This is an optimization exercise on Yosys and OpenROAD, whose aim is small area and a short achievable clock period, not a production implementation.
RTL that was checked went through simulation tests only; none was proved equivalent to the original.
The clock port is modelled as an ideal driver; clocking choices that lean on that would not hold on a real chip.
Power is estimated from default activity; no workload was simulated.

job 4618:
## sram_controller
module sram_controller (
    input  logic        hclk,
    input  logic        hreset_n,
    input  logic        hsel,
    input  logic [7:0]  haddr,
    input  logic        hwrite,
    input  logic [1:0]  htrans,
    input  logic [2:0]  hsize,
    input  logic [31:0] hwdata,
    output logic [31:0] hrdata,
    output logic        hready,
    output logic        hresp,
    input  logic        pwr_save_req,
    input  logic        pwr_restore_req,
    output logic        sram_csb0,
    output logic        sram_web0,
    output logic [7:0]  sram_addr0,
    output logic [31:0] sram_din0,
    output logic [3:0]  sram_wmask0,
    input  logic [31:0] sram_dout0,
    output logic        parity_error,
    output logic [1:0]  fsm_state
);
For scale: about 1300 cells after synthesis, about 300 flip-flops, ~0.013 mm2 of cells after synthesis.
==> module sram_controller_parity, before the edit <==
module sram_controller_parity (
    input  logic        clk,
    input  logic        reset_n,
    input  logic [31:0] rdata,
    input  logic        read_enable,
    input  logic        parity_in,
    output logic        parity_error
);
    always_ff @(posedge clk or negedge reset_n) begin
        if (!reset_n) begin
            parity_error <= 1'b0;
        end else begin
            parity_error <= read_enable & ~(^rdata ^ parity_in);
        end
    end
endmodule
==> module sram_controller_parity_sel4, before the edit <==
module sram_controller_parity_sel4 (
    input  logic [3:0] bits,
    input  logic [3:0] sel,
    output logic       out
);
    assign out = |(bits & sel);
endmodule
==> module sram_controller_parity_sel16, before the edit <==
module sram_controller_parity_sel16 (
    input  logic [15:0] bits,
    input  logic [15:0] sel,
    output logic        out
);
    logic [3:0] part;
    for (genvar g = 0; g < 4; g++) begin : g_part
        sram_controller_parity_sel4 u_sel (
            .bits(bits[g * 4 +: 4]),
            .sel(sel[g * 4 +: 4]),
            .out(part[g])
        );
    end
    assign out = |part;
endmodule
Settings: LEC_CHECK=0, CAP_MARGIN=20, CORE_MARGIN=2, CORE_UTILIZATION=40, GPL_TIMING_DRIVEN=0, PLACE_DENSITY=0.6, SLEW_MARGIN=20, SYNTH_HIERARCHICAL=1, SYNTH_MINIMUM_KEEP_SIZE=0; clock period 10.0 ns.
standard.sh (not shown) runs the stock make flow with config.mk's settings and CLKGATE_MAP_FILE= SYNTH_SCRIPT=/design/flow/synth_recipe.tcl, a recipe that flattens the netlist after the stock synthesis.
==> flow/flow/run.sh <==
#!/bin/bash
# Own layout flow: the standard ORFS flow (standard.sh: unchanged synthesis,
# floorplan, power grid and tap cells, placement, routing), with hooks that
# change how the paths from the input ports are built:
#  - synthesis buffers are removed at floorplan (REMOVE_ABC_BUFFERS) and the
#    ports are buffered with buf_1;
#  - io_fast.tcl (before the placement resizer): each input buffer drives only
#    the pins that lead to an output port; its loads that only reach registers
#    are moved behind a buffer of their own;
#  - tighten.tcl (CTS and global route stages): the stage's timing repair runs
#    against a tighter input delay (the SDC's is restored right after);
#  - the clock tree uses larger sink clusters and no dummy loads.
# The make run's full output goes to standard_flow.log in the work folder;
# ORFS's own per-step logs are under orfs/logs/.
set -euo pipefail
cd "$(dirname "${BASH_SOURCE[0]}")/.."
F=$PWD/flow

export REMOVE_ABC_BUFFERS=1
export BUFFER_PORTS_ARGS="-buffer_cell sky130_fd_sc_hd__buf_1"
export IO_FAST_IN_CELL=sky130_fd_sc_hd__buf_1
export IO_FAST_OUT_CELL=sky130_fd_sc_hd__buf_1
export IO_FAST_ISO_CELL=sky130_fd_sc_hd__buf_4
export IO_FAST_IN_DELAY=${IO_FAST_IN_DELAY:-7.6}
export PRE_RESIZE_TCL=$F/io_fast.tcl
export PRE_CTS_TCL=$F/tighten.tcl
export PRE_GLOBAL_ROUTE_TCL=$F/tighten.tcl
export CTS_ARGS="-sink_clustering_enable -repair_clock_nets -buf_list {sky130_fd_sc_hd__clkbuf_8} -sink_clustering_size 16 -sink_clustering_max_diameter 50 -dont_use_dummy_load"

bash standard.sh > standard_flow.log 2>&1
Other scripts of this flow, unchanged in this note and not shown: flow/flow/io_fast.tcl, flow/flow/tighten.tcl
Job 4618 went all the way through the flow, and no timing, DRC or antenna check failed.
Inputs modified between job 4618 and job 818:
==> flow/design.v, changed modules only <==
module sram_controller_parity_xor32 (
    input  logic [31:0] data,
    output logic        parity
);
    assign parity = ^data;
endmodule
module sram_controller_parity (
    input  logic        clk,
    input  logic        reset_n,
    input  logic [31:0] rdata,
    input  logic        read_enable,
    input  logic        parity_in,
    output logic        parity_error
);
    logic rdata_parity;
    sram_controller_parity_xor32 i_rdata_parity (
        .data(rdata),
        .parity(rdata_parity)
    );
    always_ff @(posedge clk or negedge reset_n) begin
        if (!reset_n) begin
            parity_error <= 1'b0;
        end else begin
            parity_error <= read_enable & ~(rdata_parity ^ parity_in);
        end
    end
endmodule
module sram_controller_parity_sel8 (
    input  logic [7:0] bits,
    input  logic [7:0] sel,
    output logic       out
);
    assign out = |(bits & sel);
endmodule
module sram_controller_parity_sel16 (
    input  logic [15:0] bits,
    input  logic [15:0] sel,
    output logic        out
);
    logic [1:0] part;
    for (genvar g = 0; g < 2; g++) begin : g_part
        sram_controller_parity_sel8 u_sel (
            .bits(bits[g * 8 +: 8]),
            .sel(sel[g * 8 +: 8]),
            .out(part[g])
        );
    end
    assign out = |part;
endmodule
// module sram_controller_parity_sel4 removed
## What came out
Routing usage on met3 delta (job 818 -> job 4618): insignificant. Total die area ends up higher on job 4618. Job 818 reports a lower synthesized cell count than job 4618 does. Summary: setup slack, job 818 better than job 4618. From job 4618 to job 818, total overflow reported by the global router did not move at all. Total met3 wirelength after detailed routing, job 4618 and job 818, lower one = job 818. Job 4618 has a lower total power consumption of the routed design than job 818. Job 4618 -> job 818: share of the synthesized netlist area taken by xor and xnor gates flat. On clock power, job 818 does worse than job 4618.
No functional check of the RTL was part of job 4618.

* * *

Setup of the previous run:
Another version of the RTL of sram_controller (not shown whole).
Size: roughly 300 flip-flops, roughly 170 I/O pins, ~14000 um^2 of cells after synthesis.
==> module sram_controller_parity_storage, before the edit <==
module sram_controller_parity_storage (
    input  logic       clk,
    input  logic       reset_n,
    input  logic       write_enable,
    input  logic [7:0] addr,
    input  logic       write_parity,
    output logic       read_parity
);
    logic [255:0] bits;
    logic [15:0]  row_sel;
    logic [15:0]  col_sel;
    logic         wdata;
    always_comb begin
        for (int i = 0; i < 16; i++) begin
            row_sel[i] = ~reset_n | (write_enable & (addr[7:4] == i[3:0]));
            col_sel[i] = ~reset_n | (addr[3:0] == i[3:0]);
        end
    end
    assign wdata = write_parity & reset_n;
    always_ff @(posedge clk) begin
        for (int k = 0; k < 256; k++) begin
            if (row_sel[k / 16] & col_sel[k % 16]) begin
                bits[k] <= wdata;
            end
        end
    end
    assign read_parity = bits[addr];
endmodule
export LEC_CHECK = 0
export CAP_MARGIN = 20
export CORE_MARGIN = 2
export CORE_UTILIZATION = 40
export GPL_TIMING_DRIVEN = 0
export PLACE_DENSITY = 0.6
export SLEW_MARGIN = 20
create_clock -name core_clock -period 10.0 [get_ports {hclk}]
==> flow/flow/run.sh <==
#!/bin/bash
# Own layout flow: the standard ORFS flow (standard.sh: unchanged synthesis,
# floorplan, power grid and tap cells, placement, routing), with hooks that
# change how the paths from the input ports are built:
#  - synthesis buffers are removed at floorplan (REMOVE_ABC_BUFFERS) and the
#    ports are buffered with buf_2;
#  - io_fast.tcl (before the placement resizer): each input buffer drives only
#    the pins that lead to an output port; its loads that only reach registers
#    are moved behind a buffer of their own;
#  - tighten.tcl (CTS and global route stages): the stage's timing repair runs
#    against a tighter input delay (the SDC's is restored right after);
#  - the clock tree uses larger sink clusters and no dummy loads.
# The make run's full output goes to standard_flow.log in the work folder;
# ORFS's own per-step logs are under orfs/logs/.
set -euo pipefail
cd "$(dirname "${BASH_SOURCE[0]}")/.."
F=$PWD/flow

export REMOVE_ABC_BUFFERS=1
export BUFFER_PORTS_ARGS="-buffer_cell sky130_fd_sc_hd__buf_2"
export IO_FAST_IN_CELL=sky130_fd_sc_hd__buf_2
export IO_FAST_OUT_CELL=sky130_fd_sc_hd__buf_2
export IO_FAST_ISO_CELL=sky130_fd_sc_hd__buf_4
export IO_FAST_IN_DELAY=${IO_FAST_IN_DELAY:-7.6}
export PRE_RESIZE_TCL=$F/io_fast.tcl
export PRE_CTS_TCL=$F/tighten.tcl
export PRE_GLOBAL_ROUTE_TCL=$F/tighten.tcl
export CTS_ARGS="-sink_clustering_enable -repair_clock_nets -buf_list {sky130_fd_sc_hd__clkbuf_16} -sink_clustering_size 25 -sink_clustering_max_diameter 80 -dont_use_dummy_load"

bash standard.sh > standard_flow.log 2>&1
Other scripts of this flow, unchanged in this note and not shown: flow/flow/io_fast.tcl, flow/flow/tighten.tcl
diff inputs: the previous run => the current run
--- a/flow/design.v
+++ b/flow/design.v
@@ -105,18 +105,20 @@
     logic [255:0] bits;
     logic [15:0]  row_sel;
     logic [15:0]  col_sel;
-    logic         wdata;
     always_comb begin
         for (int i = 0; i < 16; i++) begin
-            row_sel[i] = ~reset_n | (write_enable & (addr[7:4] == i[3:0]));
-            col_sel[i] = ~reset_n | (addr[3:0] == i[3:0]);
-        end
-    end
-    assign wdata = write_parity & reset_n;
-    always_ff @(posedge clk) begin
-        for (int k = 0; k < 256; k++) begin
-            if (row_sel[k / 16] & col_sel[k % 16]) begin
-                bits[k] <= wdata;
+            row_sel[i] = write_enable & (addr[7:4] == i[3:0]);
+            col_sel[i] = (addr[3:0] == i[3:0]);
+        end
+    end
+    always_ff @(posedge clk or negedge reset_n) begin
+        if (!reset_n) begin
+            bits <= 256'b0;
+        end else begin
+            for (int k = 0; k < 256; k++) begin
+                if (row_sel[k / 16] & col_sel[k % 16]) begin
+                    bits[k] <= write_parity;
+                end
             end
         end
     end
==> comparison <==
Compared to the previous run, the current run was floorplanned on a bigger die.
The current run against the previous run: fill cell total of the finished layout went up about 14%; mux share of post-synthesis cell area shows a reduction of 1.1 points; total routing usage reported by global routing picked up an extra 1.9 points.
The higher pin slew with the least headroom to its limit came out of the previous run.
Going from the previous run to the current run, time the worst path needs with I/O delays and setup higher; routed wire length up about 19%.
Per the comparison of the current run with the previous run, antenna diode count picked up an extra 1, initial antenna violation count now sits higher, quantity of gates resized following cts -5, final cycle utilization of the critical path rose by 0.44 points, finished layout cell area climbed 5.6%.
The lower inverter count of the layout excluding clock inverters of the current run and the previous run is in the current run.

## port drivers added, routing unchanged
The flow's constraints put no driver on any port. The routed layouts listed below were extracted and timed again, unchanged, in two steps. Step 1 (the two cells are an assumption about what drives the block):
set clk [get_ports {hclk}]
set_driving_cell -lib_cell sky130_fd_sc_hd__clkbuf_16 $clk
set_driving_cell -lib_cell sky130_fd_sc_hd__buf_2 [delete_from_list [all_inputs] $clk]
Step 2 times the ports against the registers' clock, not the clock port: input delays grow and output delays shrink by t, the midpoint of the rising clock arrivals with the driver on. Slacks: ideal ports / drivers / drivers and shift; pairs: ideal ports / drivers.
| run | t, ns | slack for setup (ns) | hold WS [ns] | worst register clock-pin slew, ns | worst data-port slew with drivers (ns) |
|---|---|---|---|---|---|
| job 4618 | 0.618 | 5.088 / 5.093 / 4.475 | 0.314 / 0.314 / 0.314 | 0.10 / 0.10 | 0.05 |
| job 818 | 0.562 | 5.514 / 5.471 / 5.136 | 0.355 / 0.355 / 0.355 | 0.10 / 0.10 | 0.05 |
| the previous run | 0.547 | 5.503 / 5.440 / 5.136 | 0.356 / 0.356 / 0.356 | 0.10 / 0.10 | 0.06 |
| the current run | 0.551 | 5.459 / 5.405 / 5.125 | 0.352 / 0.352 / 0.352 | 0.10 / 0.10 | 0.06 |
After both steps every run listed still meets setup and hold. For job 4618, which loses most, drivers alone change the setup slack by +0.005 ns; drivers and shift together by -0.613 ns.
